Source: an optimization exercise on an open RTL-to-GDS flow (aim: small area). Production flows keep margins and buffers that such runs may drop. Function was checked by simulation only, so behaviour that the tests miss may differ from the original. Power is estimated from default activity; no workload was simulated.

==> flow/design.v <==
`timescale 1ns / 1ps
module SDI_Delay_NB6L295(
    input [10:0]        In_1, In_2, In_3, In_4, In_5, In_6, In_7, In_8,
    input               Clk,
    input               Reset,
    output [7:0]        EN,       
    output reg          SDIN,     
    output reg          SLOAD,    
    output              SCLK      
    );
    reg                 start_clk;
    assign SCLK = start_clk;
    reg [10:0]          In_1_reg, In_2_reg, In_3_reg, In_4_reg, In_5_reg, In_6_reg, In_7_reg, In_8_reg;
    reg [7:0]           select;   
    reg [4:0]           cnt;
    wire idle    = (cnt == 5'd25);
    wire c24     = (cnt == 5'd24);
    wire c23     = (cnt == 5'd23);
    wire last    = (cnt == 5'd26);
    wire [7:0] cur;
    assign cur[7] = select[7];
    assign cur[6] = select[6] & ~select[7];
    assign cur[5] = select[5] & ~|select[7:6];
    assign cur[4] = select[4] & ~|select[7:5];
    assign cur[3] = select[3] & ~|select[7:4];
    assign cur[2] = select[2] & ~|select[7:3];
    assign cur[1] = select[1] & ~|select[7:2];
    assign cur[0] = select[0] & ~|select[7:1];
    wire [7:0] rest = select & ~cur;
    assign EN = (idle | c24) ? 8'hFF : ~cur;
    wire [7:0] diff;
    wire [10:0] word;
    genvar j;
    generate
        for (j = 0; j < 11; j = j + 1) begin : g_word
            sdi_sel8 sel (.s(cur), .v({In_1_reg[j], In_2_reg[j], In_3_reg[j], In_4_reg[j],
                                       In_5_reg[j], In_6_reg[j], In_7_reg[j], In_8_reg[j]}),
                          .y(word[j]));
        end
    endgenerate
    wire sbit;
    sdi_bitmux bmux (.a(cnt[4:1]), .w(word), .y(sbit));
    wire [7:0] ld = {8{c23 & ~Reset}} & cur;
    wire [7:0] hd = ~ld & {8{~Reset}};
    wire [10:0] d1, d2, d3, d4, d5, d6, d7, d8;
    sdi_chan ch1 (.i(In_1), .r(In_1_reg), .ld(ld[7]), .hd(hd[7]), .d(d1), .diff(diff[7]));
    sdi_chan ch2 (.i(In_2), .r(In_2_reg), .ld(ld[6]), .hd(hd[6]), .d(d2), .diff(diff[6]));
    sdi_chan ch3 (.i(In_3), .r(In_3_reg), .ld(ld[5]), .hd(hd[5]), .d(d3), .diff(diff[5]));
    sdi_chan ch4 (.i(In_4), .r(In_4_reg), .ld(ld[4]), .hd(hd[4]), .d(d4), .diff(diff[4]));
    sdi_chan ch5 (.i(In_5), .r(In_5_reg), .ld(ld[3]), .hd(hd[3]), .d(d5), .diff(diff[3]));
    sdi_chan ch6 (.i(In_6), .r(In_6_reg), .ld(ld[2]), .hd(hd[2]), .d(d6), .diff(diff[2]));
    sdi_chan ch7 (.i(In_7), .r(In_7_reg), .ld(ld[1]), .hd(hd[1]), .d(d7), .diff(diff[1]));
    sdi_chan ch8 (.i(In_8), .r(In_8_reg), .ld(ld[0]), .hd(hd[0]), .d(d8), .diff(diff[0]));
    always @(posedge Clk) begin
        In_1_reg <= d1;
        In_2_reg <= d2;
        In_3_reg <= d3;
        In_4_reg <= d4;
        In_5_reg <= d5;
        In_6_reg <= d6;
        In_7_reg <= d7;
        In_8_reg <= d8;
    end
    always @(posedge Clk) begin
        if (Reset) begin
            select    <= 8'd0;
            cnt       <= 5'd25;
            SDIN      <= 1'b0;
            start_clk <= 1'b0;
            SLOAD     <= 1'b0;
        end else begin
            if (idle)
                select <= diff;
            else if (last)
                select <= rest;
            if (idle & ~|diff)
                cnt <= 5'd25;
            else if (last & |rest)
                cnt <= 5'd23;
            else
                cnt <= cnt - 5'd1;
            SDIN      <= sbit;
            start_clk <= ~cnt[0] & ((cnt <= 5'd20) | (cnt == 5'd30));
            SLOAD     <= (cnt == 5'd29);
        end
    end
endmodule
module sdi_chan(
    input  [10:0] i,      
    input  [10:0] r,      
    input         ld,     
    input         hd,     
    output [10:0] d,      
    output        diff    
    );
    wire [10:0] x;
    sdi_bit b0  (.i(i[0]),  .r(r[0]),  .ld(ld), .hd(hd), .d(d[0]),  .x(x[0]));
    sdi_bit b1  (.i(i[1]),  .r(r[1]),  .ld(ld), .hd(hd), .d(d[1]),  .x(x[1]));
    sdi_bit b2  (.i(i[2]),  .r(r[2]),  .ld(ld), .hd(hd), .d(d[2]),  .x(x[2]));
    sdi_bit b3  (.i(i[3]),  .r(r[3]),  .ld(ld), .hd(hd), .d(d[3]),  .x(x[3]));
    sdi_bit b4  (.i(i[4]),  .r(r[4]),  .ld(ld), .hd(hd), .d(d[4]),  .x(x[4]));
    sdi_bit b5  (.i(i[5]),  .r(r[5]),  .ld(ld), .hd(hd), .d(d[5]),  .x(x[5]));
    sdi_bit b6  (.i(i[6]),  .r(r[6]),  .ld(ld), .hd(hd), .d(d[6]),  .x(x[6]));
    sdi_bit b7  (.i(i[7]),  .r(r[7]),  .ld(ld), .hd(hd), .d(d[7]),  .x(x[7]));
    sdi_bit b8  (.i(i[8]),  .r(r[8]),  .ld(ld), .hd(hd), .d(d[8]),  .x(x[8]));
    sdi_bit b9  (.i(i[9]),  .r(r[9]),  .ld(ld), .hd(hd), .d(d[9]),  .x(x[9]));
    sdi_bit b10 (.i(i[10]), .r(r[10]), .ld(ld), .hd(hd), .d(d[10]), .x(x[10]));
    assign diff = |x;
endmodule
module sdi_bit(input i, input r, input ld, input hd, output d, output x);
    assign d = (ld & i) | (hd & r);
    assign x = i ^ r;
endmodule
module sdi_sel8(input [7:0] s, input [7:0] v, output y);
    assign y = |(s & v);
endmodule
module sdi_bitmux(input [3:0] a, input [10:0] w, output y);
    wire [15:0] b = {5'd0, w};
    assign y = b[a];
endmodule
==> flow/run.sh <==
#!/bin/bash
# synth_recipe.tcl (not shown) runs the flow's synth.tcl, then flattens the netlist and writes it again
# the make line also repeats each setting of config.mk as NAME=value (left out here)
make -C /OpenROAD-flow-scripts/flow DESIGN_CONFIG=/design/flow/config.mk WORK_HOME=/design/flow/orfs CLKGATE_MAP_FILE= SYNTH_SCRIPT=/design/flow/synth_recipe.tcl finish
==> flow/config.mk <==
export PLATFORM = sky130hd
export DESIGN_NAME = SDI_Delay_NB6L295
export DESIGN_NICKNAME = SDI_Delay_NB6L295
export VERILOG_FILES = /design/flow/design.v
export SDC_FILE = /design/flow/constraint.sdc
export NUM_CORES = 4
export LEC_CHECK = 0
export CAP_MARGIN = 20
export CORE_MARGIN = 2
export CORE_UTILIZATION = 40
export PLACE_DENSITY = 0.6
export SLEW_MARGIN = 20
export SYNTH_HIERARCHICAL = 1
==> flow/constraint.sdc <==
create_clock -name core_clock -period 5.0 [get_ports {Clk}]
set_input_delay 1.0000 -clock core_clock [delete_from_list [all_inputs] [get_ports {Clk}]]
set_output_delay 1.0000 -clock core_clock [all_outputs]
set_load 0.01 [all_outputs]
==> report_table.html, run 1 <==
<table>
<tr><th>Metric</th><th>Value</th></tr>
<tr><th colspan="2">Power</th></tr>
<tr><td>Portion of total power attributed to the clock network</td><td>31.6%</td></tr>
<tr><td>Worst voltage drop across the vdd grid</td><td>0.209 mV</td></tr>
<tr><td>Register share of total power</td><td>44.8%</td></tr>
<tr><td>Power density of the placed cells</td><td>330 mW/mm²</td></tr>
<tr><td>Internal power</td><td>1.47 mW</td></tr>
<tr><td>Leakage power total</td><td>2.55 nW</td></tr>
<tr><td>Switching fraction of total power</td><td>31.6%</td></tr>
<tr><td>Share of total power in combinational logic</td><td>23.5%</td></tr>
<tr><td>Net switching power figure</td><td>0.679 mW</td></tr>
<tr><th colspan="2">Floorplanning</th></tr>
<tr><td>Die Y-Extent</td><td>116 µm</td></tr>
<tr><td>Starting utilization of the core area</td><td>41.3%</td></tr>
<tr><td>Die area</td><td>0.0134 mm²</td></tr>
<tr><td>Die width</td><td>116 µm</td></tr>
<tr><td>Count of standard-cell rows</td><td>40</td></tr>
<tr><td>Area of the core</td><td>0.0121 mm²</td></tr>
<tr><td>Number of I/O pins</td><td>101</td></tr>
<tr><th colspan="2">Timing</th></tr>
<tr><td>Number of failing hold endpoints at the final stage</td><td>0</td></tr>
<tr><td>RSZ-0062 raised after global routing</td><td>false</td></tr>
<tr><td>Min Clock Period, post-route</td><td>3.79 ns</td></tr>
<tr><td>Peak Freq</td><td>264 MHz</td></tr>
<tr><td>Setup Viol. Count Final</td><td>0</td></tr>
<tr><td>Actual slew at the worst max-slew pin</td><td>0.988 ns</td></tr>
<tr><td>Setup TNS</td><td>0 ns</td></tr>
<tr><td>Final-report max-slew violation count</td><td>0</td></tr>
<tr><td>Worst relative slew slack</td><td>34.0%</td></tr>
<tr><td>Setup skew after layout</td><td>0.00489 ns</td></tr>
<tr><td>Period utilisation layout</td><td>75.7%</td></tr>
<tr><th colspan="2">Yosys</th></tr>
<tr><td>Yosys warning count</td><td>7</td></tr>
<tr><td>Number of distinct library cells after synthesis</td><td>40</td></tr>
<tr><td>Area fraction of the dominant cell type after synthesis</td><td>41.6%</td></tr>
<tr><td>Dominant cell type by area after synthesis</td><td>dfxtp_1</td></tr>
<tr><td>Ranking of synthesized cells by area</td><td>dfxtp_1 42%, xor2_1 16%, a22o_1 16%</td></tr>
<tr><td>Number of storage elements in the synthesis netlist</td><td>104</td></tr>
<tr><td>Sequential element share of the synthesized area</td><td>41.6%</td></tr>
<tr><td>Average cell area after synthesis</td><td>10.0 µm²</td></tr>
<tr><td>Cell area after technology mapping</td><td>0.00500 mm²</td></tr>
<tr><td>Number of cells produced by synthesis</td><td>499</td></tr>
<tr><th colspan="2">Clock tree</th></tr>
<tr><td>Insertion delay of the later-clocked pin in the worst-skew pair</td><td>0.35 ns</td></tr>
<tr><td>Clock root buffer</td><td>clkbuf_16</td></tr>
<tr><td>Clk slew on worst S/H paths</td><td>0.06 ns</td></tr>
<tr><td>Hold-fix buffers at CTS</td><td>0</td></tr>
<tr><td>Post-CTS Setup Bufs</td><td>0</td></tr>
<tr><td>Post-CTS sizing</td><td>0</td></tr>
<tr><td>CTS H-Tree Depth</td><td>3</td></tr>
<tr><td>TritonCTS clock tree</td><td>built</td></tr>
<tr><td>Max clock buf depth</td><td>2</td></tr>
<tr><td>Cts bufs inserted</td><td>9</td></tr>
<tr><td>Total number of clock tree sinks</td><td>104</td></tr>
<tr><th colspan="2">Global routing</th></tr>
<tr><td>Vias in the first global route</td><td>4,247</td></tr>
<tr><td>Pin count of the biggest net entering global routing</td><td>26</td></tr>
<tr><td>Wire length of the first global-routing pass</td><td>22,900 µm</td></tr>
<tr><td>Total GRT Usage</td><td>22.7%</td></tr>
<tr><td>Sum of overflow across all layers after global routing</td><td>0</td></tr>
<tr><td>Initial antenna violation count</td><td>0</td></tr>
<tr><th colspan="2">Worst setup path</th></tr>
<tr><td>Reg2reg setup slack</td><td>2.04 ns</td></tr>
<tr><td>Sort of element at the start of the critical path</td><td>register</td></tr>
<tr><td>Critical path data arrival time</td><td>2.79 ns</td></tr>
<tr><td>Longest individual stage delay on the worst path</td><td>0.65 ns</td></tr>
<tr><td>Worst endpoint required time</td><td>4.00 ns</td></tr>
<tr><td>Critical path type</td><td>reg -&gt; out</td></tr>
<tr><td>Cells along the critical path</td><td>inv_1 -&gt; ha_1 -&gt; o21ai_1 -&gt; nand2_1 -&gt; clkdlybuf4s50_1</td></tr>
<tr><td>CP Max Fanout</td><td>11</td></tr>
<tr><td>Slowest stage cell, crit path</td><td>o21ai_1</td></tr>
<tr><td>Family of cells with the greatest summed delay on the critical path</td><td>buffers and inverters</td></tr>
<tr><td>Buffer and inverter count on the worst path</td><td>2</td></tr>
<tr><td>Critical path capture point type</td><td>output port</td></tr>
<tr><th colspan="2">Route</th></tr>
<tr><td>Sum of routed wire length over all layers</td><td>15,000 µm</td></tr>
<tr><td>Total number of vias</td><td>4,462</td></tr>
<tr><td>Detail-routed via count per cell</td><td>5.74</td></tr>
<tr><td>Antenna Violating Nets Remaining</td><td>0</td></tr>
<tr><td>Final routed wire length divided by cell count</td><td>19.3 µm</td></tr>
<tr><td>DRC Markers</td><td>0</td></tr>
<tr><td>Iteration-0 DRC count of the detailed router</td><td>417</td></tr>
<tr><td>First-pass iteration count of the detailed router</td><td>5</td></tr>
<tr><th colspan="2">Placement</th></tr>
<tr><td>Total cell area at the placement stage</td><td>0.00622 mm²</td></tr>
<tr><td>Number of input and output port buffers inserted</td><td>100</td></tr>
<tr><td>DP Wirelength</td><td>11,500 µm</td></tr>
<tr><td>Last weighted congestion value of the routability-driven placer</td><td>0.876</td></tr>
<tr><th colspan="2">Final layout</th></tr>
<tr><td>Fill cell instance count of the final layout</td><td>1,145</td></tr>
<tr><td>Diodes inserted</td><td>0</td></tr>
<tr><td>Syn-to-layout area delta</td><td>29.8%</td></tr>
<tr><td>Final design area excluding fillers</td><td>0.00649 mm²</td></tr>
<tr><td>Total number of nets in the final design</td><td>701</td></tr>
<tr><td>Share of final-layout standard cells stronger than drive strength 1</td><td>4.27%</td></tr>
<tr><td>Area occupied by multi-input gates</td><td>0.00288 mm²</td></tr>
<tr><td>Register cell area after layout</td><td>0.00208 mm²</td></tr>
<tr><th colspan="2">Run status</th></tr>
<tr><td>Outcome</td><td>no timing/DRC/antenna violations</td></tr>
<tr><th colspan="2">Min path</th></tr>
<tr><td>HP Class</td><td>reg -&gt; reg</td></tr>
<tr><th colspan="2">Run</th></tr>
<tr><td>Reported max-cap violation count</td><td>0</td></tr>
</table>
cells in the final DEF, fill, tap and decap left out, types with 3 or more instances in the layout:
cell / n
dfxtp_1: 104
clkdlybuf4s50_1: 100
xor2_1: 90
a22o_1: 89
a22oi_1: 46
nor4_1: 21
nor2_1: 20
nand2_1: 19
a21oi_1: 13
nor3_1: 12
nand4_1: 11
nand3_1: 10
clkbuf_16: 9
and2_1: 8
o21ai_0: 8
ha_1: 5
buf_4: 5
inv_1: 3
nor2b_1: 3
nand3b_1: 3
clkbuf_8: 3
modules after synthesis, one instance, submodules excluded:
module | flip-flops and latches | times used | cells
SDI_Delay_NB6L295 | 104 | 1 | 228
sdi_bitmux | 0 | 1 | 8
sdi_sel8 | 0 | 11 | 5
sdi_chan | 0 | 8 | 4
sdi_bit | 0 | 88 | 2
cell usage after synthesis:
cell	number
o21ai_1	1
a31o_2	1
nor4_1	21
buf_2	2
and3b_1	1
nand2_1	19
clkbuf_1	7
and4_1	1
xnor2_1	1
nor3b_1	2
and2_1	8
inv_1	3
nor2b_1	3
a21o_1	1
nor2_1	20
nor3_1	12
nor4_2	1
a21oi_1	13
a211o_1	1
mux4_2	1
o31ai_2	1
mux4_1	1
ha_1	5
nand3b_1	3
a31oi_1	2
or4_1	1
o211a_1	1
nand3_1	10
dfxtp_1	104
a22o_1	89
xor2_1	90
mux2i_1	1
o21ai_0	8
nor4b_1	1
and2_2	2
a22oi_1	46
a21oi_2	1
and3b_2	1
nand4_1	11
a211oi_1	2
kinds of logic (layout without fill, tap and decap cells):
family / after synthesis / after routing / share of synthesized area, %
DFF: 104 / 104 / 41.6
adders and majority gates: 5 / 5 / 1.25
buffers and inverters: 12 / 122 / 0.951
xor gates and xnor gates: 91 / 91 / 15.9
and+or+nand+nor: 117 / 117 / 12.7
muxes: 3 / 3 / 1.18
AOI/OAI and AO/OA: 167 / 167 / 26.4
routing by layer:
layer	GRT usage, %	routed length (µm)
met1	30.3	6780
met4	5.24	163
met2	37.5	7210
met5	0	0
met3	5.23	845
worst reg2reg max path, cell delays in order (launching register included):
cell	delay, ns
dfxtp_1	0.97
nor3_1	0.17
and2_1	0.38
a22oi_1	0.38
nand4_1	0.14
mux4_2	0.48
nor2_1	0.12
o31ai_2	0.07
nor2b_1	0.14
layout make-up:
| cell class | count | area share (%) |
|---|---|---|
| sequential | 104 | 32.1 |
| tap | 168 | 3.24 |
| inverter | 3 | 0.173 |
| clock buffer | 14 | 4.22 |
| multi-input combinational | 383 | 44.3 |
| timing repair buffer | 105 | 16.0 |
power groups by stage:
| stage | clock network [mW] | logic (mW) | registers [mW] |
|---|---|---|---|
| finish | 0.678 | 0.505 | 0.961 |
| global route | 0.725 | 0.551 | 0.969 |
| CTS | 0.689 | 0.503 | 0.958 |
| global placement | 0 | 0.496 | 0.975 |
| detailed placement | 0 | 0.500 | 0.979 |
| floorplan | 0 | 0.314 | 0.928 |
stage by stage:
stage,utilization (%),hold slack [ns],power [mW],worst slack [ns],instances
2_1_floorplan,-,0.425,1.24,1.98,499
3_5_place_dp,51.4,0.471,1.48,1.40,763
3_3_place_gp,51.4,0.459,1.47,1.45,763
5_1_grt,53.6,0.521,2.24,1.01,777
6_report,53.6,0.483,2.14,1.21,777
4_1_cts,53.6,0.483,2.15,1.16,777
worst paths after layout:
path / start / depth (start not counted) / endpoint
min: cnt[0]$_SDFF_PP1_ / 1 / cnt[0]$_SDFF_PP1_
max reg2reg: select[7]$_SDFFE_PP0P_ / 8 / SDIN$_SDFF_PP0_
max: cnt[1]$_SDFF_PP0_ / 5 / EN[3]
min reg2reg: cnt[0]$_SDFF_PP1_ / 1 / cnt[0]$_SDFF_PP1_
==> inputs of run 2 (changes only) <==
--- a/flow/config.mk
+++ b/flow/config.mk
@@ -9,4 +9,5 @@
 export CORE_MARGIN = 2
 export CORE_UTILIZATION = 40
+export CTS_BUF_LIST = sky130_fd_sc_hd__clkbuf_8
 export PLACE_DENSITY = 0.6
 export SLEW_MARGIN = 20
==> run 2 against run 1 <==
Effect of this change:
- critical path type unchanged
- final cell count did not move
- global-route usage did not move
- via count fell by 0.47%
- wire length fell by 0.31%
==> report_table.html, run 2 <==
<table>
<tr><th>Metric</th><th>Value</th></tr>
<tr><th colspan="2">Route</th></tr>
<tr><td>Antenna Violating Nets Remaining</td><td>0</td></tr>
<tr><td>Final routed wire length divided by cell count</td><td>19.2 µm</td></tr>
<tr><td>DRC Markers</td><td>0</td></tr>
<tr><td>Detail-routed via count per cell</td><td>5.72</td></tr>
<tr><td>First-pass iteration count of the detailed router</td><td>5</td></tr>
<tr><td>Sum of routed wire length over all layers</td><td>15,000 µm</td></tr>
<tr><td>Iteration-0 DRC count of the detailed router</td><td>344</td></tr>
<tr><td>Total number of vias</td><td>4,441</td></tr>
<tr><th colspan="2">Global routing</th></tr>
<tr><td>Sum of overflow across all layers after global routing</td><td>0</td></tr>
<tr><td>Total GRT Usage</td><td>22.7%</td></tr>
<tr><td>Vias in the first global route</td><td>4,259</td></tr>
<tr><td>Pin count of the biggest net entering global routing</td><td>26</td></tr>
<tr><td>Initial antenna violation count</td><td>0</td></tr>
<tr><td>Wire length of the first global-routing pass</td><td>22,900 µm</td></tr>
<tr><th colspan="2">Clock tree</th></tr>
<tr><td>Max clock buf depth</td><td>2</td></tr>
<tr><td>Clock root buffer</td><td>clkbuf_8</td></tr>
<tr><td>Post-CTS Setup Bufs</td><td>0</td></tr>
<tr><td>Cts bufs inserted</td><td>9</td></tr>
<tr><td>Clk slew on worst S/H paths</td><td>0.09 ns</td></tr>
<tr><td>Total number of clock tree sinks</td><td>104</td></tr>
<tr><td>Insertion delay of the later-clocked pin in the worst-skew pair</td><td>0.38 ns</td></tr>
<tr><td>Hold-fix buffers at CTS</td><td>0</td></tr>
<tr><td>TritonCTS clock tree</td><td>built</td></tr>
<tr><td>Post-CTS sizing</td><td>0</td></tr>
<tr><td>CTS H-Tree Depth</td><td>3</td></tr>
<tr><th colspan="2">Worst setup path</th></tr>
<tr><td>Worst endpoint required time</td><td>4.00 ns</td></tr>
<tr><td>Critical path capture point type</td><td>output port</td></tr>
<tr><td>Critical path data arrival time</td><td>2.84 ns</td></tr>
<tr><td>Sort of element at the start of the critical path</td><td>register</td></tr>
<tr><td>CP Max Fanout</td><td>11</td></tr>
<tr><td>Critical path type</td><td>reg -&gt; out</td></tr>
<tr><th colspan="2">Floorplanning</th></tr>
<tr><td>Starting utilization of the core area</td><td>41.3%</td></tr>
<tr><td>Area of the core</td><td>0.0121 mm²</td></tr>
<tr><td>Number of I/O pins</td><td>101</td></tr>
<tr><td>Die Y-Extent</td><td>116 µm</td></tr>
<tr><td>Count of standard-cell rows</td><td>40</td></tr>
<tr><td>Die width</td><td>116 µm</td></tr>
<tr><td>Die area</td><td>0.0134 mm²</td></tr>
<tr><th colspan="2">Placement</th></tr>
<tr><td>Last weighted congestion value of the routability-driven placer</td><td>0.876</td></tr>
<tr><td>DP Wirelength</td><td>11,500 µm</td></tr>
<tr><td>Total cell area at the placement stage</td><td>0.00622 mm²</td></tr>
<tr><td>Number of input and output port buffers inserted</td><td>100</td></tr>
<tr><th colspan="2">Run status</th></tr>
<tr><td>Outcome</td><td>no timing/DRC/antenna violations</td></tr>
<tr><th colspan="2">Power</th></tr>
<tr><td>Switching fraction of total power</td><td>33.5%</td></tr>
<tr><td>Internal power</td><td>1.31 mW</td></tr>
<tr><td>Leakage power total</td><td>2.51 nW</td></tr>
<tr><td>Net switching power figure</td><td>0.658 mW</td></tr>
<tr><td>Register share of total power</td><td>49.0%</td></tr>
<tr><td>Power density of the placed cells</td><td>307 mW/mm²</td></tr>
<tr><td>Worst voltage drop across the vdd grid</td><td>0.153 mV</td></tr>
<tr><td>Post-layout power</td><td>1.96 mW</td></tr>
<tr><td>Portion of total power attributed to the clock network</td><td>25.3%</td></tr>
<tr><td>Share of total power in combinational logic</td><td>25.7%</td></tr>
<tr><th colspan="2">Timing</th></tr>
<tr><td>Final-report max-slew violation count</td><td>0</td></tr>
<tr><td>Peak Freq</td><td>260 MHz</td></tr>
<tr><td>Min Clock Period, post-route</td><td>3.84 ns</td></tr>
<tr><td>Actual slew at the worst max-slew pin</td><td>0.963 ns</td></tr>
<tr><td>Worst relative slew slack</td><td>35.7%</td></tr>
<tr><td>Setup Viol. Count Final</td><td>0</td></tr>
<tr><td>Period utilisation layout</td><td>76.9%</td></tr>
<tr><td>Setup skew after layout</td><td>0.00626 ns</td></tr>
<tr><td>WHS</td><td>0.491 ns</td></tr>
<tr><td>Number of failing hold endpoints at the final stage</td><td>0</td></tr>
<tr><td>RSZ-0062 raised after global routing</td><td>false</td></tr>
<tr><td>Setup TNS</td><td>0 ns</td></tr>
<tr><th colspan="2">Final layout</th></tr>
<tr><td>Commonest cells after routing, fill and taps aside</td><td>104 x dfxtp_1, 100 x clkdlybuf4s50_1, 90 x xor2_1</td></tr>
<tr><td>Final design area excluding fillers</td><td>0.00639 mm²</td></tr>
<tr><td>Final core area utilization</td><td>52.8%</td></tr>
<tr><td>Fill cell instance count of the final layout</td><td>1,157</td></tr>
<tr><td>Share of final-layout standard cells stronger than drive strength 1</td><td>4.27%</td></tr>
<tr><td>Most common library cell in the layout ignoring fill and taps</td><td>dfxtp_1</td></tr>
<tr><td>Total number of nets in the final design</td><td>701</td></tr>
<tr><td>Syn-to-layout area delta</td><td>27.8%</td></tr>
<tr><td>Diodes inserted</td><td>0</td></tr>
<tr><th colspan="2">Yosys</th></tr>
<tr><td>Number of distinct library cells after synthesis</td><td>40</td></tr>
<tr><td>Number of cells produced by synthesis</td><td>499</td></tr>
<tr><td>Cell area after technology mapping</td><td>0.00500 mm²</td></tr>
<tr><td>Area fraction of the dominant cell type after synthesis</td><td>41.6%</td></tr>
<tr><td>Average cell area after synthesis</td><td>10.0 µm²</td></tr>
<tr><td>Number of enable-type register cells in the synthesized netlist</td><td>0</td></tr>
<tr><td>Flip-flop cell with the highest count after synthesis</td><td>dfxtp_1</td></tr>
<tr><td>Yosys warning count</td><td>7</td></tr>
<tr><td>Async set or reset register ratio after synthesis</td><td>0%</td></tr>
<tr><td>Dominant cell type by area after synthesis</td><td>dfxtp_1</td></tr>
<tr><td>Cell with the most instances after synthesis</td><td>dfxtp_1</td></tr>
<tr><td>Sequential element share of the synthesized area</td><td>41.6%</td></tr>
<tr><td>Most instantiated cells after synthesis</td><td>104 x dfxtp_1, 90 x xor2_1, 89 x a22o_1</td></tr>
<tr><td>Ranking of synthesized cells by area</td><td>dfxtp_1 42%, xor2_1 16%, a22o_1 16%</td></tr>
<tr><td>Number of storage elements in the synthesis netlist</td><td>104</td></tr>
<tr><th colspan="2">Min path</th></tr>
<tr><td>HP Class</td><td>reg -&gt; reg</td></tr>
<tr><th colspan="2">Run</th></tr>
<tr><td>Reported max-cap violation count</td><td>0</td></tr>
</table>
[run 2: worst paths after layout]
path / start / endpoint / depth (start not counted) / slack, ns
min reg2reg: cnt[0]$_SDFF_PP1_ / cnt[0]$_SDFF_PP1_ / 1 / 0.49
max: cnt[1]$_SDFF_PP0_ / EN[3] / 5 / 1.16
max reg2reg: select[7]$_SDFFE_PP0P_ / SDIN$_SDFF_PP0_ / 8 / 2.07
min: cnt[0]$_SDFF_PP1_ / cnt[0]$_SDFF_PP1_ / 1 / 0.49
[run 2: critical path, stage by stage, from the launching register on]
cell             delay, ns
dfxtp_1               0.58
inv_1                 0.16
ha_1                  0.35
o21ai_1               0.65
nand2_1               0.21
clkdlybuf4s50_1       0.52
[run 2: metal layers]
layer	vias up	wire, µm	GRT usage (%)
met5	-	0	0
met4	0	151	4.76
met3	14	854	5.39
met2	150	7220	37.6
met1	2137	6730	30.3
li1	2140	-	-
[run 2: metrics by stage]
stage,setup WS (ns),std cells
CTS,1.11,777
detailed placement,1.40,763
global placement,1.45,763
global route,0.963,777
floorplan,1.98,499
finish,1.16,777
[run 2: kinds of logic after synthesis]
kind of cell | after synthesis | share of synthesized area (%)
AOI/OAI and AO/OA | 167 | 26.4
xor gates and xnor gates | 91 | 15.9
adders and majority gates | 5 | 1.25
buffers and inverters | 12 | 0.951
DFF | 104 | 41.6
muxes | 3 | 1.18
and+or+nand+nor | 117 | 12.7
[run 2: layout make-up]
class	instances	area, µm²	area share (%)
Multi-Input combinational cell	383	2880	45.0
Sequential cell	104	2080	32.6
Timing Repair Buffer	105	1040	16.2
Tap cell	168	210	3.29
Clock buffer	12	165	2.58
Inverter	3	11.3	0.176
Clock inverter	2	7.51	0.117
[run 2: per-module statistics from Yosys, one instance, submodules excluded]
module | cells inside | flops+latches
sdi_bitmux | 8 | 0
sdi_bit | 2 | 0
SDI_Delay_NB6L295 | 228 | 104
sdi_chan | 4 | 0
sdi_sel8 | 5 | 0
[run 2: power by group through the flow]
stage	clock network (mW)	logic, mW	registers, mW
global placement	0	0.496	0.975
detailed placement	0	0.500	0.979
global route	0.541	0.551	0.970
floorplan	0	0.314	0.928
finish	0.497	0.504	0.962
CTS	0.508	0.503	0.959
==> inputs of run 3 (changes only) <==
==> flow/flow/run.sh (new file) <==
#!/bin/bash
# Layout flow: the standard ORFS flow (standard.sh, unchanged synthesis,
# floorplan, power grid, placement, CTS and routing) with one difference: the
# buffers that buffer_ports puts on every input and output port are the
# smallest buffer cell, sky130_fd_sc_hd__buf_1, instead of the cell the
# resizer picks by default. Timing repair may still resize them.
# make's full output goes to flow_make.log in this folder; each ORFS step
# writes its own log under orfs/logs/.
set -euo pipefail
export BUFFER_PORTS_ARGS="-buffer_cell sky130_fd_sc_hd__buf_1"
bash standard.sh finish > flow_make.log 2>&1
==> flow/standard.sh (new file) <==
#!/bin/bash
# synth_recipe.tcl (not shown) runs the flow's synth.tcl, then flattens the netlist and writes it again
# the make line also repeats each setting of config.mk as NAME=value (left out here)
make -C /OpenROAD-flow-scripts/flow DESIGN_CONFIG=/design/flow/config.mk WORK_HOME=/design/flow/orfs CLKGATE_MAP_FILE= SYNTH_SCRIPT=/design/flow/synth_recipe.tcl "${@:-finish}"
--- a/flow/config.mk
+++ b/flow/config.mk
@@ -9,5 +9,4 @@
 export CORE_MARGIN = 2
 export CORE_UTILIZATION = 40
-export CTS_BUF_LIST = sky130_fd_sc_hd__clkbuf_8
 export PLACE_DENSITY = 0.6
 export SLEW_MARGIN = 20
removed: flow/run.sh
==> run 3 against run 2 <==
Effect of this change:
- global-route usage decreased by 0.88 points
- flip-flop and latch count unchanged
- via count increased by 0.18%
- synthesized cell count unchanged
- still clean
==> report_table.html, run 3 <==
<table>
<tr><th>Metric</th><th>Value</th></tr>
<tr><th colspan="2">Yosys</th></tr>
<tr><td>Average cell area after synthesis</td><td>10.0 µm²</td></tr>
<tr><td>Ranking of synthesized cells by area</td><td>dfxtp_1 42%, xor2_1 16%, a22o_1 16%</td></tr>
<tr><td>Number of distinct library cells after synthesis</td><td>40</td></tr>
<tr><td>Area fraction of the dominant cell type after synthesis</td><td>41.6%</td></tr>
<tr><td>Sequential element share of the synthesized area</td><td>41.6%</td></tr>
<tr><td>Number of enable-type register cells in the synthesized netlist</td><td>0</td></tr>
<tr><td>Flip-flop cell with the highest count after synthesis</td><td>dfxtp_1</td></tr>
<tr><td>Number of cells produced by synthesis</td><td>499</td></tr>
<tr><td>Cell with the most instances after synthesis</td><td>dfxtp_1</td></tr>
<tr><td>Number of storage elements in the synthesis netlist</td><td>104</td></tr>
<tr><td>Cell area after technology mapping</td><td>0.00500 mm²</td></tr>
<tr><td>Dominant cell type by area after synthesis</td><td>dfxtp_1</td></tr>
<tr><td>Yosys warning count</td><td>7</td></tr>
<tr><td>Async set or reset register ratio after synthesis</td><td>0%</td></tr>
<tr><td>Most instantiated cells after synthesis</td><td>104 x dfxtp_1, 90 x xor2_1, 89 x a22o_1</td></tr>
<tr><th colspan="2">Worst setup path</th></tr>
<tr><td>Sort of element at the start of the critical path</td><td>register</td></tr>
<tr><td>Start of the worst register-to-register path</td><td>select[7]$_SDFFE_PP0P_</td></tr>
<tr><td>Reg2reg setup slack</td><td>2.07 ns</td></tr>
<tr><td>CP Max Fanout</td><td>11</td></tr>
<tr><td>Beginning of the critical path</td><td>cnt[1]$_SDFF_PP0_</td></tr>
<tr><td>Count of cells along the worst register-to-register path</td><td>8</td></tr>
<tr><td>Worst endpoint required time</td><td>4.00 ns</td></tr>
<tr><td>Critical path data arrival time</td><td>2.40 ns</td></tr>
<tr><td>Last element of the critical path</td><td>EN[3]</td></tr>
<tr><td>Reg-to-Reg End</td><td>SDIN$_SDFF_PP0_</td></tr>
<tr><td>Critical path type</td><td>reg -&gt; out</td></tr>
<tr><td>Critical path capture point type</td><td>output port</td></tr>
<tr><th colspan="2">Final layout</th></tr>
<tr><td>Syn-to-layout area delta</td><td>18.5%</td></tr>
<tr><td>Share of final-layout standard cells stronger than drive strength 1</td><td>4.60%</td></tr>
<tr><td>Total number of nets in the final design</td><td>700</td></tr>
<tr><td>Diodes inserted</td><td>0</td></tr>
<tr><td>Most common library cell in the layout ignoring fill and taps</td><td>dfxtp_1</td></tr>
<tr><td>Commonest cells after routing, fill and taps aside</td><td>104 x dfxtp_1, 100 x buf_1, 90 x xor2_1</td></tr>
<tr><th colspan="2">Route</th></tr>
<tr><td>Total number of vias</td><td>4,449</td></tr>
<tr><td>Detail-routed via count per cell</td><td>5.73</td></tr>
<tr><td>Antenna Violating Nets Remaining</td><td>0</td></tr>
<tr><td>M1 WL</td><td>6450 µm</td></tr>
<tr><td>Iteration-0 DRC count of the detailed router</td><td>367</td></tr>
<tr><td>First-pass iteration count of the detailed router</td><td>5</td></tr>
<tr><td>DR WL met3</td><td>923 µm</td></tr>
<tr><td>Highest routing layer actually used</td><td>met4</td></tr>
<tr><td>DRC Markers</td><td>0</td></tr>
<tr><td>Sum of routed wire length over all layers</td><td>14,300 µm</td></tr>
<tr><td>Final routed wire length divided by cell count</td><td>18.4 µm</td></tr>
<tr><td>Total met2 wirelength after detailed routing</td><td>6680 µm</td></tr>
<tr><th colspan="2">Clock tree</th></tr>
<tr><td>Insertion delay of the later-clocked pin in the worst-skew pair</td><td>0.35 ns</td></tr>
<tr><td>Clk slew on worst S/H paths</td><td>0.07 ns</td></tr>
<tr><td>Total number of clock tree sinks</td><td>104</td></tr>
<tr><td>Post-CTS Setup Bufs</td><td>0</td></tr>
<tr><td>Post-CTS sizing</td><td>0</td></tr>
<tr><td>Max clock buf depth</td><td>2</td></tr>
<tr><td>Clock root buffer</td><td>clkbuf_16</td></tr>
<tr><td>TritonCTS clock tree</td><td>built</td></tr>
<tr><td>Cts bufs inserted</td><td>9</td></tr>
<tr><td>CTS H-Tree Depth</td><td>3</td></tr>
<tr><td>Hold-fix buffers at CTS</td><td>0</td></tr>
<tr><th colspan="2">Timing</th></tr>
<tr><td>Number of failing hold endpoints at the final stage</td><td>0</td></tr>
<tr><td>Final-report max-slew violation count</td><td>0</td></tr>
<tr><td>Setup skew after layout</td><td>0.00833 ns</td></tr>
<tr><td>Setup TNS</td><td>0 ns</td></tr>
<tr><td>Worst relative slew slack</td><td>32.4%</td></tr>
<tr><td>Actual slew at the worst max-slew pin</td><td>1.01 ns</td></tr>
<tr><td>RSZ-0062 raised after global routing</td><td>false</td></tr>
<tr><td>Peak Freq</td><td>294 MHz</td></tr>
<tr><td>Period utilisation layout</td><td>68.0%</td></tr>
<tr><td>Min Clock Period, post-route</td><td>3.40 ns</td></tr>
<tr><td>Setup Viol. Count Final</td><td>0</td></tr>
<tr><th colspan="2">Global routing</th></tr>
<tr><td>Sum of overflow across all layers after global routing</td><td>0</td></tr>
<tr><td>Initial antenna violation count</td><td>0</td></tr>
<tr><td>Wire length of the first global-routing pass</td><td>22,200 µm</td></tr>
<tr><td>Pin count of the biggest net entering global routing</td><td>26</td></tr>
<tr><td>Total GRT Usage</td><td>21.8%</td></tr>
<tr><td>Vias in the first global route</td><td>4,178</td></tr>
<tr><th colspan="2">Power</th></tr>
<tr><td>Post-layout power</td><td>2.17 mW</td></tr>
<tr><td>Worst voltage drop across the vdd grid</td><td>0.213 mV</td></tr>
<tr><td>Power density of the placed cells</td><td>367 mW/mm²</td></tr>
<tr><td>Leakage power total</td><td>2.29 nW</td></tr>
<tr><th colspan="2">Floorplanning</th></tr>
<tr><td>Number of I/O pins</td><td>101</td></tr>
<tr><td>Area of the core</td><td>0.0121 mm²</td></tr>
<tr><td>Die Y-Extent</td><td>116 µm</td></tr>
<tr><td>Die area</td><td>0.0134 mm²</td></tr>
<tr><td>Starting utilization of the core area</td><td>41.3%</td></tr>
<tr><td>Die width</td><td>116 µm</td></tr>
<tr><td>Count of standard-cell rows</td><td>40</td></tr>
<tr><th colspan="2">Placement</th></tr>
<tr><td>Last weighted congestion value of the routability-driven placer</td><td>0.870</td></tr>
<tr><td>Number of input and output port buffers inserted</td><td>100</td></tr>
<tr><td>DP Wirelength</td><td>11,000 µm</td></tr>
<tr><th colspan="2">Run</th></tr>
<tr><td>Reported max-cap violation count</td><td>0</td></tr>
<tr><th colspan="2">Run status</th></tr>
<tr><td>Outcome</td><td>no timing/DRC/antenna violations</td></tr>
<tr><th colspan="2">Min path</th></tr>
<tr><td>Hold path startpoint</td><td>cnt[0]$_SDFF_PP1_</td></tr>
<tr><td>HP Class</td><td>reg -&gt; reg</td></tr>
</table>
-- run 3: how the worst min path moves through the flow --
stage                         to  slack, ns  cells after the start
2_1_floorplan  cnt[0]$_SDFF_PP1_       0.43                      1
3_3_place_gp   cnt[0]$_SDFF_PP1_       0.46                      1
3_5_place_dp   cnt[0]$_SDFF_PP1_       0.46                      1
4_1_cts        cnt[0]$_SDFF_PP1_       0.48                      1
5_1_grt        cnt[0]$_SDFF_PP1_       0.51                      1
6_report       cnt[0]$_SDFF_PP1_       0.47                      1
-- run 3: cells by family after synthesis --
family / Yosys count / synth area share (%)
AO/OA/AOI/OAI: 167 / 26.4
XOR/XNOR: 91 / 15.9
adder cells (fa/ha/maj): 5 / 1.25
buffers and inverters: 12 / 0.951
flip-flops: 104 / 41.6
multiplexers: 3 / 1.18
AND/OR/NAND/NOR: 117 / 12.7
-- run 3: per-stage QoR --
| step | hold WS, ns | utilization [%] | worst slack, ns | instances | area (µm²) |
|---|---|---|---|---|---|
| final | 0.474 | 48.9 | 1.60 | 777 | 5920 |
| after global routing | 0.511 | 48.9 | 1.46 | 777 | 5920 |
| after CTS | 0.476 | 48.8 | 1.55 | 777 | 5920 |
| after detailed placement | 0.460 | 46.1 | 1.71 | 762 | 5590 |
| after global placement | 0.462 | 46.1 | 1.81 | 762 | 5590 |
| after floorplan | 0.425 | - | 1.98 | 499 | 5000 |
-- run 3: Yosys stat by module (local to each module, per instance) --
module             area, µm²  cells  copies in the design  flops+latches
SDI_Delay_NB6L295       2780    228                     1            104
sdi_bit                 17.5      2                    88              0
sdi_bitmux               100      8                     1              0
sdi_chan                22.5      4                     8              0
sdi_sel8                36.3      5                    11              0
-- run 3: report_power, final --
| part | total [mW] | internal, mW | switching (mW) |
|---|---|---|---|
| clock | 0.780 | 0.465 | 0.315 |
| combinational | 0.432 | 0.157 | 0.275 |
| sequential | 0.962 | 0.867 | 0.0954 |
-- run 3: cell type report --
class / instances / area, µm²
Tap cell: 168 / 210
Fill cell: 1177 / 6190
Inverter: 3 / 11.3
Timing Repair Buffer: 104 / 405
Clock inverter: 4 / 76.3
Multi-Input combinational cell: 383 / 2890
Clock buffer: 11 / 253
Sequential cell: 104 / 2080
-- run 3: worst max-delay path, stage by stage, from the launching register on --
cell	delay, ns
dfxtp_1	0.55
inv_1	0.15
ha_1	0.33
o21ai_1	0.62
nand2_1	0.22
buf_1	0.17
-- run 3: layer usage --
metal / track usage, % / vias up
li1: - / 2137
met1: 29.2 / 2139
met2: 35.2 / 154
met3: 4.55 / 19
met4: 7.38 / 0
met5: 0 / -
==> inputs of run 4 (changes only) <==
==> flow/flow/run.sh (replaced) <==
#!/bin/bash
# Layout flow: the standard ORFS flow (standard.sh: unchanged synthesis,
# floorplan, power grid, placement, CTS and routing) with these settings:
#  - the buffers that buffer_ports puts on every input and output port are the
#    smallest buffer cell, sky130_fd_sc_hd__buf_1 (timing repair may resize them);
#  - the clock tree is built from sky130_fd_sc_hd__clkbuf_4 (root clkbuf_16) without dummy loads;
#  - the buffers ABC inserted are removed at floorplan (repair_design adds back
#    what is needed), and non-critical gates are downsized after global routing.
# make's full output goes to flow_make.log in this folder; each ORFS step
# writes its own log under orfs/logs/.
set -euo pipefail
export BUFFER_PORTS_ARGS="-buffer_cell sky130_fd_sc_hd__buf_1"
export CTS_ARGS="-sink_clustering_enable -repair_clock_nets -root_buf sky130_fd_sc_hd__clkbuf_16 -buf_list sky130_fd_sc_hd__clkbuf_4 -dont_use_dummy_load"
export REMOVE_ABC_BUFFERS=1
export RECOVER_POWER=100
bash standard.sh finish > flow_make.log 2>&1
==> run 4 against run 3 <==
Effect of this change:
- count of clock-buffer cells in the layout is 2 lower
- global-route usage is 0.13 points higher
- sequential share of layout area is 0.75 points higher
==> report_table.html, run 4 <==
<table>
<tr><th>Metric</th><th>Value</th></tr>
<tr><th colspan="2">Route</th></tr>
<tr><td>Iteration-0 DRC count of the detailed router</td><td>383</td></tr>
<tr><td>DRC Markers</td><td>0</td></tr>
<tr><td>First-pass iteration count of the detailed router</td><td>6</td></tr>
<tr><td>Detail-routed via count per cell</td><td>5.72</td></tr>
<tr><td>Total number of vias</td><td>4,410</td></tr>
<tr><td>Sum of routed wire length over all layers</td><td>14,300 µm</td></tr>
<tr><td>Final routed wire length divided by cell count</td><td>18.5 µm</td></tr>
<tr><td>Antenna Violating Nets Remaining</td><td>0</td></tr>
<tr><th colspan="2">Timing</th></tr>
<tr><td>RSZ-0062 raised after global routing</td><td>false</td></tr>
<tr><td>Setup Viol. Count Final</td><td>0</td></tr>
<tr><td>Setup slack after layout</td><td>1.18 ns</td></tr>
<tr><td>Number of failing hold endpoints at the final stage</td><td>0</td></tr>
<tr><td>WHS</td><td>0.478 ns</td></tr>
<tr><td>Worst relative slew slack</td><td>14.2%</td></tr>
<tr><td>Final-report max-slew violation count</td><td>0</td></tr>
<tr><td>Min Clock Period, post-route</td><td>3.82 ns</td></tr>
<tr><td>Actual slew at the worst max-slew pin</td><td>1.27 ns</td></tr>
<tr><td>Setup TNS</td><td>0 ns</td></tr>
<tr><td>Peak Freq</td><td>262 MHz</td></tr>
<tr><td>Setup skew after layout</td><td>0.0194 ns</td></tr>
<tr><td>Period utilisation layout</td><td>76.4%</td></tr>
<tr><th colspan="2">Power</th></tr>
<tr><td>Net switching power figure</td><td>0.651 mW</td></tr>
<tr><td>Internal power</td><td>1.34 mW</td></tr>
<tr><td>Share of total power in combinational logic</td><td>21.8%</td></tr>
<tr><td>Portion of total power attributed to the clock network</td><td>30.1%</td></tr>
<tr><td>Register share of total power</td><td>48.1%</td></tr>
<tr><td>Switching fraction of total power</td><td>32.7%</td></tr>
<tr><td>Power density of the placed cells</td><td>343 mW/mm²</td></tr>
<tr><td>Leakage power total</td><td>2.23 nW</td></tr>
<tr><td>Worst voltage drop across the vdd grid</td><td>0.133 mV</td></tr>
<tr><td>Post-layout power</td><td>1.99 mW</td></tr>
<tr><th colspan="2">Yosys</th></tr>
<tr><td>Area fraction of the dominant cell type after synthesis</td><td>41.6%</td></tr>
<tr><td>Cell with the most instances after synthesis</td><td>dfxtp_1</td></tr>
<tr><td>Ranking of synthesized cells by area</td><td>dfxtp_1 42%, xor2_1 16%, a22o_1 16%</td></tr>
<tr><td>Average cell area after synthesis</td><td>10.0 µm²</td></tr>
<tr><td>Most instantiated cells after synthesis</td><td>104 x dfxtp_1, 90 x xor2_1, 89 x a22o_1</td></tr>
<tr><td>Yosys warning count</td><td>7</td></tr>
<tr><td>Dominant cell type by area after synthesis</td><td>dfxtp_1</td></tr>
<tr><td>Sequential element share of the synthesized area</td><td>41.6%</td></tr>
<tr><td>Number of storage elements in the synthesis netlist</td><td>104</td></tr>
<tr><td>Async set or reset register ratio after synthesis</td><td>0%</td></tr>
<tr><td>Cell area after technology mapping</td><td>0.00500 mm²</td></tr>
<tr><td>Flip-flop cell with the highest count after synthesis</td><td>dfxtp_1</td></tr>
<tr><td>Number of cells produced by synthesis</td><td>499</td></tr>
<tr><td>Number of enable-type register cells in the synthesized netlist</td><td>0</td></tr>
<tr><td>Number of distinct library cells after synthesis</td><td>40</td></tr>
<tr><th colspan="2">Worst setup path</th></tr>
<tr><td>Worst endpoint required time</td><td>4.00 ns</td></tr>
<tr><td>Slowest stage cell, crit path</td><td>o21ai_0</td></tr>
<tr><td>Cells along the critical path</td><td>inv_1 -&gt; ha_1 -&gt; o21ai_0 -&gt; nand2_1 -&gt; buf_1</td></tr>
<tr><td>Sort of element at the start of the critical path</td><td>register</td></tr>
<tr><td>Buffer and inverter count on the worst path</td><td>2</td></tr>
<tr><td>Longest individual stage delay on the worst path</td><td>1.04 ns</td></tr>
<tr><td>Critical path type</td><td>reg -&gt; out</td></tr>
<tr><td>CP Max Fanout</td><td>11</td></tr>
<tr><td>Critical path capture point type</td><td>output port</td></tr>
<tr><td>Critical path data arrival time</td><td>2.82 ns</td></tr>
<tr><td>Family of cells with the greatest summed delay on the critical path</td><td>compound AO/OA/AOI/OAI gates</td></tr>
<tr><th colspan="2">Placement</th></tr>
<tr><td>Number of input and output port buffers inserted</td><td>100</td></tr>
<tr><td># placed instances</td><td>762</td></tr>
<tr><td>Minimum setup slack after placement</td><td>1.80 ns</td></tr>
<tr><td>DP Wirelength</td><td>10,900 µm</td></tr>
<tr><td>Last weighted congestion value of the routability-driven placer</td><td>0.890</td></tr>
<tr><th colspan="2">Clock tree</th></tr>
<tr><td>Post-CTS Setup Bufs</td><td>0</td></tr>
<tr><td>Clk slew on worst S/H paths</td><td>0.06 ns</td></tr>
<tr><td>CTS H-Tree Depth</td><td>3</td></tr>
<tr><td>Total number of clock tree sinks</td><td>104</td></tr>
<tr><td>Clock root buffer</td><td>clkbuf_16</td></tr>
<tr><td>Insertion delay of the later-clocked pin in the worst-skew pair</td><td>0.35 ns</td></tr>
<tr><td>TritonCTS clock tree</td><td>built</td></tr>
<tr><td>Max clock buf depth</td><td>2</td></tr>
<tr><td>Post-CTS sizing</td><td>0</td></tr>
<tr><td>Hold-fix buffers at CTS</td><td>0</td></tr>
<tr><td>Cts bufs inserted</td><td>9</td></tr>
<tr><th colspan="2">Floorplanning</th></tr>
<tr><td>Count of standard-cell rows</td><td>40</td></tr>
<tr><td>Die area</td><td>0.0134 mm²</td></tr>
<tr><td>Number of I/O pins</td><td>101</td></tr>
<tr><td>Area of the core</td><td>0.0121 mm²</td></tr>
<tr><td>Die width</td><td>116 µm</td></tr>
<tr><td>Die Y-Extent</td><td>116 µm</td></tr>
<tr><td>Starting utilization of the core area</td><td>41.3%</td></tr>
<tr><th colspan="2">Min path</th></tr>
<tr><td>HP Class</td><td>reg -&gt; reg</td></tr>
<tr><th colspan="2">Run</th></tr>
<tr><td>Reported max-cap violation count</td><td>0</td></tr>
<tr><th colspan="2">Final layout</th></tr>
<tr><td>Fill cell instance count of the final layout</td><td>1,194</td></tr>
<tr><td>Diodes inserted</td><td>0</td></tr>
<tr><td>Syn-to-layout area delta</td><td>16.0%</td></tr>
<tr><td>Share of final-layout standard cells stronger than drive strength 1</td><td>2.82%</td></tr>
<tr><td>Commonest cells after routing, fill and taps aside</td><td>104 x dfxtp_1, 100 x buf_1, 90 x xor2_1</td></tr>
<tr><td>Most common library cell in the layout ignoring fill and taps</td><td>dfxtp_1</td></tr>
<tr><td>Final cell count without fillers</td><td>771</td></tr>
<tr><td>Total number of nets in the final design</td><td>700</td></tr>
<tr><th colspan="2">Run status</th></tr>
<tr><td>Outcome</td><td>no timing/DRC/antenna violations</td></tr>
<tr><th colspan="2">Global routing</th></tr>
<tr><td>Total GRT Usage</td><td>21.9%</td></tr>
<tr><td>Sum of overflow across all layers after global routing</td><td>0</td></tr>
<tr><td>Pin count of the biggest net entering global routing</td><td>26</td></tr>
<tr><td>Wire length of the first global-routing pass</td><td>22,400 µm</td></tr>
<tr><td>Initial antenna violation count</td><td>0</td></tr>
<tr><td>Vias in the first global route</td><td>4,312</td></tr>
</table>
run 4: cell counts after synthesis:
Identical to the previous run, type by type.
run 4: area by class of cell:
type | count | area (µm²) | area share (%)
Timing Repair Buffer | 104 | 398 | 6.86
Clock buffer | 9 | 225 | 3.88
Multi-Input combinational cell | 383 | 2870 | 49.5
Inverter | 3 | 11.3 | 0.194
Sequential cell | 104 | 2080 | 35.9
Tap cell | 168 | 210 | 3.62
run 4: cells by family after synthesis:
family / Yosys count / share of synthesized area, %
multiplexers: 3 / 1.18
adder cells (fa/ha/maj): 5 / 1.25
AND/OR/NAND/NOR: 117 / 12.7
buffers and inverters: 12 / 0.951
AO/OA/AOI/OAI: 167 / 26.4
XOR/XNOR: 91 / 15.9
flip-flops: 104 / 41.6
run 4: Yosys stat by module (local to each module, per instance):
module             flops+latches  area [µm²]  times used
sdi_bit                        0        17.5          88
sdi_sel8                       0        36.3          11
sdi_bitmux                     0         100           1
sdi_chan                       0        22.5           8
SDI_Delay_NB6L295            104        2780           1
run 4: worst paths after layout:
kind                          start                   to  cells after the start  slack, ns
min               cnt[0]$_SDFF_PP1_    cnt[0]$_SDFF_PP1_                      1       0.48
max               cnt[1]$_SDFF_PP0_                EN[4]                      5       1.18
min reg2reg       cnt[0]$_SDFF_PP1_    cnt[0]$_SDFF_PP1_                      1       0.48
max reg2reg  select[5]$_SDFFE_PP0P_  In_8_reg[4]$_DFF_P_                      6       1.79
run 4: power groups by stage:
stage	registers (mW)	logic [mW]	clock network, mW
4_1_cts	0.954	0.430	0.621
2_1_floorplan	0.945	0.281	0
5_1_grt	0.968	0.485	0.649
3_3_place_gp	0.971	0.421	0
6_report	0.958	0.434	0.600
3_5_place_dp	0.972	0.427	0
run 4: through the flow:
step	utilization, %	instance area [µm²]
after global routing	47.9	5800
after detailed placement	46.1	5590
after floorplan	-	4960
after CTS	48.0	5810
final	47.9	5800
after global placement	46.1	5590
run 4: metal layers:
metal	track usage [%]	up-vias	share of wire, %
met4	7.30	0	2.3
met2	34.7	151	46
met3	5.75	21	7.4
li1	-	2130	-
met1	29.3	2108	45
met5	0	-	0
run 4: worst reg2reg max path, cell delays in order, from the launching register on:
cell and delay [ns]:
dfxtp_1 0.40, or4_1 0.62, nor4_1 0.38, and2_2 0.43
and2_0 0.60, nor2_1 0.35, a22o_1 0.32
==> inputs of run 5 (changes only) <==
==> flow/flow/run.sh (replaced) <==
#!/bin/bash
# Layout flow: the standard ORFS flow (standard.sh: unchanged synthesis,
# floorplan, power grid, placement, CTS and routing) with these settings:
#  - the buffers that buffer_ports puts on every input and output port are the
#    smallest buffer cell, sky130_fd_sc_hd__buf_1 (timing repair may resize them);
#  - the clock tree is built from sky130_fd_sc_hd__clkbuf_8 without dummy loads;
#  - the buffers ABC inserted are removed at floorplan (repair_design adds back
#    what is needed), and non-critical gates are downsized after global routing.
# make's full output goes to flow_make.log in this folder; each ORFS step
# writes its own log under orfs/logs/.
set -euo pipefail
export BUFFER_PORTS_ARGS="-buffer_cell sky130_fd_sc_hd__buf_1"
export CTS_ARGS="-sink_clustering_enable -repair_clock_nets -buf_list sky130_fd_sc_hd__clkbuf_8 -dont_use_dummy_load"
export REMOVE_ABC_BUFFERS=1
export RECOVER_POWER=100
bash standard.sh finish > flow_make.log 2>&1
==> run 5 against run 4 <==
Effect of this change:
- still clean
- total power shrank 8.7%
- combinational power is essentially flat
- final cell count is the same
- register-to-register slack gained 0.07 ns
- via count grew 0.48%
- non-clock buffer count is the same
- die area is the same
- largest power group unchanged
==> report_table.html, run 5 <==
<table>
<tr><th>Metric</th><th>Value</th></tr>
<tr><th colspan="2">Timing</th></tr>
<tr><td>Worst relative slew slack</td><td>16.9%</td></tr>
<tr><td>RSZ-0062 raised after global routing</td><td>false</td></tr>
<tr><td>Period utilisation layout</td><td>76.8%</td></tr>
<tr><td>Peak Freq</td><td>261 MHz</td></tr>
<tr><td>Setup skew after layout</td><td>0.0317 ns</td></tr>
<tr><td>Setup Viol. Count Final</td><td>0</td></tr>
<tr><td>WHS</td><td>0.477 ns</td></tr>
<tr><td>Number of failing hold endpoints at the final stage</td><td>0</td></tr>
<tr><td>Final-report max-slew violation count</td><td>0</td></tr>
<tr><td>Min Clock Period, post-route</td><td>3.84 ns</td></tr>
<tr><td>Setup TNS</td><td>0 ns</td></tr>
<tr><td>Actual slew at the worst max-slew pin</td><td>1.23 ns</td></tr>
<tr><th colspan="2">Final layout</th></tr>
<tr><td>Syn-to-layout area delta</td><td>14.1%</td></tr>
<tr><td>Fill cell instance count of the final layout</td><td>1,200</td></tr>
<tr><td>Total number of nets in the final design</td><td>700</td></tr>
<tr><td>Final core area utilization</td><td>47.1%</td></tr>
<tr><td>Final design area excluding fillers</td><td>0.00571 mm²</td></tr>
<tr><td>Area occupied by multi-input gates</td><td>0.00288 mm²</td></tr>
<tr><td>Most common library cell in the layout ignoring fill and taps</td><td>dfxtp_1</td></tr>
<tr><td>Commonest cells after routing, fill and taps aside</td><td>104 x dfxtp_1, 100 x buf_1, 90 x xor2_1</td></tr>
<tr><td>Share of final-layout standard cells stronger than drive strength 1</td><td>2.99%</td></tr>
<tr><td>Final cell count without fillers</td><td>771</td></tr>
<tr><td>Diodes inserted</td><td>0</td></tr>
<tr><td>Register cell area after layout</td><td>0.00208 mm²</td></tr>
<tr><th colspan="2">Yosys</th></tr>
<tr><td>Async set or reset register ratio after synthesis</td><td>0%</td></tr>
<tr><td>Number of distinct library cells after synthesis</td><td>40</td></tr>
<tr><td>Cell area after technology mapping</td><td>0.00500 mm²</td></tr>
<tr><td>Area fraction of the dominant cell type after synthesis</td><td>41.6%</td></tr>
<tr><td>Average cell area after synthesis</td><td>10.0 µm²</td></tr>
<tr><td>Number of storage elements in the synthesis netlist</td><td>104</td></tr>
<tr><td>Dominant cell type by area after synthesis</td><td>dfxtp_1</td></tr>
<tr><td>Cell with the most instances after synthesis</td><td>dfxtp_1</td></tr>
<tr><td>Sequential element share of the synthesized area</td><td>41.6%</td></tr>
<tr><td>Yosys warning count</td><td>7</td></tr>
<tr><td>Most instantiated cells after synthesis</td><td>104 x dfxtp_1, 90 x xor2_1, 89 x a22o_1</td></tr>
<tr><td>Number of enable-type register cells in the synthesized netlist</td><td>0</td></tr>
<tr><td>Number of cells produced by synthesis</td><td>499</td></tr>
<tr><td>Ranking of synthesized cells by area</td><td>dfxtp_1 42%, xor2_1 16%, a22o_1 16%</td></tr>
<tr><td>Flip-flop cell with the highest count after synthesis</td><td>dfxtp_1</td></tr>
<tr><th colspan="2">Power</th></tr>
<tr><td>Power density of the placed cells</td><td>319 mW/mm²</td></tr>
<tr><td>Worst voltage drop across the vdd grid</td><td>0.157 mV</td></tr>
<tr><td>Leakage power total</td><td>2.18 nW</td></tr>
<tr><th colspan="2">Worst setup path</th></tr>
<tr><td>Slowest stage cell, crit path</td><td>o21ai_0</td></tr>
<tr><td>CP Max Fanout</td><td>11</td></tr>
<tr><td>Sort of element at the start of the critical path</td><td>register</td></tr>
<tr><td>Start of the worst register-to-register path</td><td>select[5]$_SDFFE_PP0P_</td></tr>
<tr><td>Critical path data arrival time</td><td>2.84 ns</td></tr>
<tr><td>Critical path type</td><td>reg -&gt; out</td></tr>
<tr><td>Beginning of the critical path</td><td>cnt[1]$_SDFF_PP0_</td></tr>
<tr><td>Worst endpoint required time</td><td>4.00 ns</td></tr>
<tr><td>Cells along the critical path</td><td>inv_1 -&gt; ha_1 -&gt; o21ai_0 -&gt; nand2_1 -&gt; buf_1</td></tr>
<tr><td>Longest individual stage delay on the worst path</td><td>1.01 ns</td></tr>
<tr><td>Critical path capture point type</td><td>output port</td></tr>
<tr><th colspan="2">Route</th></tr>
<tr><td>DRC Markers</td><td>0</td></tr>
<tr><td>Sum of routed wire length over all layers</td><td>14,300 µm</td></tr>
<tr><td>Final routed wire length divided by cell count</td><td>18.5 µm</td></tr>
<tr><td>Iteration-0 DRC count of the detailed router</td><td>384</td></tr>
<tr><td>Antenna Violating Nets Remaining</td><td>0</td></tr>
<tr><td>Detail-routed via count per cell</td><td>5.75</td></tr>
<tr><td>Total number of vias</td><td>4,431</td></tr>
<tr><td>First-pass iteration count of the detailed router</td><td>5</td></tr>
<tr><th colspan="2">Global routing</th></tr>
<tr><td>Wire length of the first global-routing pass</td><td>22,200 µm</td></tr>
<tr><td>Total GRT Usage</td><td>21.7%</td></tr>
<tr><td>Vias in the first global route</td><td>4,322</td></tr>
<tr><td>Pin count of the biggest net entering global routing</td><td>26</td></tr>
<tr><td>Sum of overflow across all layers after global routing</td><td>0</td></tr>
<tr><td>Initial antenna violation count</td><td>0</td></tr>
<tr><th colspan="2">Clock tree</th></tr>
<tr><td>Post-CTS sizing</td><td>0</td></tr>
<tr><td>Hold-fix buffers at CTS</td><td>0</td></tr>
<tr><td>Insertion delay of the later-clocked pin in the worst-skew pair</td><td>0.38 ns</td></tr>
<tr><td>Max clock buf depth</td><td>2</td></tr>
<tr><td>TritonCTS clock tree</td><td>built</td></tr>
<tr><td>Total number of clock tree sinks</td><td>104</td></tr>
<tr><td>CTS H-Tree Depth</td><td>3</td></tr>
<tr><td>Post-CTS Setup Bufs</td><td>0</td></tr>
<tr><td>Clk slew on worst S/H paths</td><td>0.08 ns</td></tr>
<tr><td>Clock root buffer</td><td>clkbuf_8</td></tr>
<tr><td>Cts bufs inserted</td><td>9</td></tr>
<tr><th colspan="2">Floorplanning</th></tr>
<tr><td>Die Y-Extent</td><td>116 µm</td></tr>
<tr><td>Die area</td><td>0.0134 mm²</td></tr>
<tr><td>Area of the core</td><td>0.0121 mm²</td></tr>
<tr><td>Count of standard-cell rows</td><td>40</td></tr>
<tr><td>Die width</td><td>116 µm</td></tr>
<tr><td>Starting utilization of the core area</td><td>41.3%</td></tr>
<tr><td>Number of I/O pins</td><td>101</td></tr>
<tr><th colspan="2">Run status</th></tr>
<tr><td>Outcome</td><td>no timing/DRC/antenna violations</td></tr>
<tr><th colspan="2">Placement</th></tr>
<tr><td>Last weighted congestion value of the routability-driven placer</td><td>0.890</td></tr>
<tr><td>Total cell area at the placement stage</td><td>0.00559 mm²</td></tr>
<tr><td>Number of input and output port buffers inserted</td><td>100</td></tr>
<tr><td># placed instances</td><td>762</td></tr>
<tr><td>DP Wirelength</td><td>10,900 µm</td></tr>
<tr><th colspan="2">Min path</th></tr>
<tr><td>HP Class</td><td>reg -&gt; reg</td></tr>
<tr><td>Hold path startpoint</td><td>cnt[0]$_SDFF_PP1_</td></tr>
<tr><th colspan="2">Run</th></tr>
<tr><td>Reported max-cap violation count</td><td>0</td></tr>
</table>
[run 5: critical path, delay by kind of cell (launching register included)]
| family | cells | cell delay [ns] |
|---|---|---|
| simple gates | 1 | 0.22 |
| buf+inv | 2 | 0.35 |
| flops | 1 | 0.56 |
| compound gates | 1 | 1.01 |
| fa+ha+maj | 1 | 0.34 |
[run 5: kinds of logic (layout without fill, tap and decap cells)]
logic type	Yosys count	count (layout)	synth area share, %
xor+xnor	91	91	15.9
fa+ha+maj	5	5	1.25
flops	104	104	41.6
compound gates	167	167	26.4
mux	3	3	1.18
buf+inv	12	116	0.951
simple gates	117	117	12.7
[run 5: worst paths after layout]
kind	to	slack (ns)	cells past startpoint
worst max-delay path	EN[4]	1.16	5
worst min-delay path	cnt[0]$_SDFF_PP1_	0.48	1
worst max register to register	In_7_reg[5]$_DFF_P_	1.86	6
worst min register to register	cnt[0]$_SDFF_PP1_	0.48	1
[run 5: area by class of cell]
class,instances,share of cell area (%)
multi-input combinational,383,50.5
sequential,104,36.5
timing repair buffer,104,6.97
tap,168,3.68
clock buffer,9,2.17
inverter,3,0.197
[run 5: where the power goes]
part / leakage, nW / total, mW / switching, mW / internal [mW]
combinational: 1.27 / 0.436 / 0.280 / 0.156
clock: 0.0647 / 0.424 / 0.262 / 0.162
sequential: 0.841 / 0.959 / 0.0921 / 0.866
[run 5: Yosys stat by module (local to each module, per instance)]
module | cell area [µm²] | copies in the design | cells inside | flops+latches
SDI_Delay_NB6L295 | 2780 | 1 | 228 | 104
sdi_bitmux | 100 | 1 | 8 | 0
sdi_sel8 | 36.3 | 11 | 5 | 0
sdi_chan | 22.5 | 8 | 4 | 0
sdi_bit | 17.5 | 88 | 2 | 0
[run 5: per-layer routing]
metal / wire, µm / vias to the layer above / global-route usage (%)
met5: 0 / - / 0
met4: 357 / 0 / 7.54
met3: 978 / 26 / 6.59
met2: 6490 / 152 / 34.0
met1: 6430 / 2128 / 28.5
li1: - / 2125 / -
[run 5: stage by stage]
step | setup WS, ns | power [mW]
2_1_floorplan | 2.03 | 1.23
3_3_place_gp | 1.83 | 1.39
3_5_place_dp | 1.80 | 1.40
4_1_cts | 1.46 | 1.82
5_1_grt | 0.944 | 1.93
6_report | 1.16 | 1.82

re-timing with driven ports:
The results above use ideal ports. As a check the final layouts listed here were re-extracted and re-timed, cells and wires unchanged.
Step 1, drivers: a clkbuf_16 drives Clk and a buf_2 each remaining input, both assumed.
Step 2 times the ports against the registers' clock, not the clock port: input delays grow and output delays shrink by t, the midpoint of the rising clock arrivals with the driver on.
Slacks: no drivers / after step 1 / after step 2; pairs: no drivers / after step 1.
run	t, ns	setup slack, ns	worst setup path after step 2	clock arrival spread, ns
run 1	0.389	1.214 / 1.175 / 1.440	input to register	0.006 / 0.007
run 2	0.411	1.155 / 1.122 / 1.406	input to register	0.006 / 0.006
run 3	0.389	1.601 / 1.560 / 1.645	input to register	0.009 / 0.010
run 4	0.384	1.179 / 1.137 / 1.161	input to register	0.020 / 0.020
run 5	0.403	1.162 / 1.125 / 1.216	input to register	0.032 / 0.032
After both steps every run listed still meets setup and hold. For run 4, which loses most, drivers alone change the setup slack by -0.042 ns; drivers and shift together by -0.018 ns.
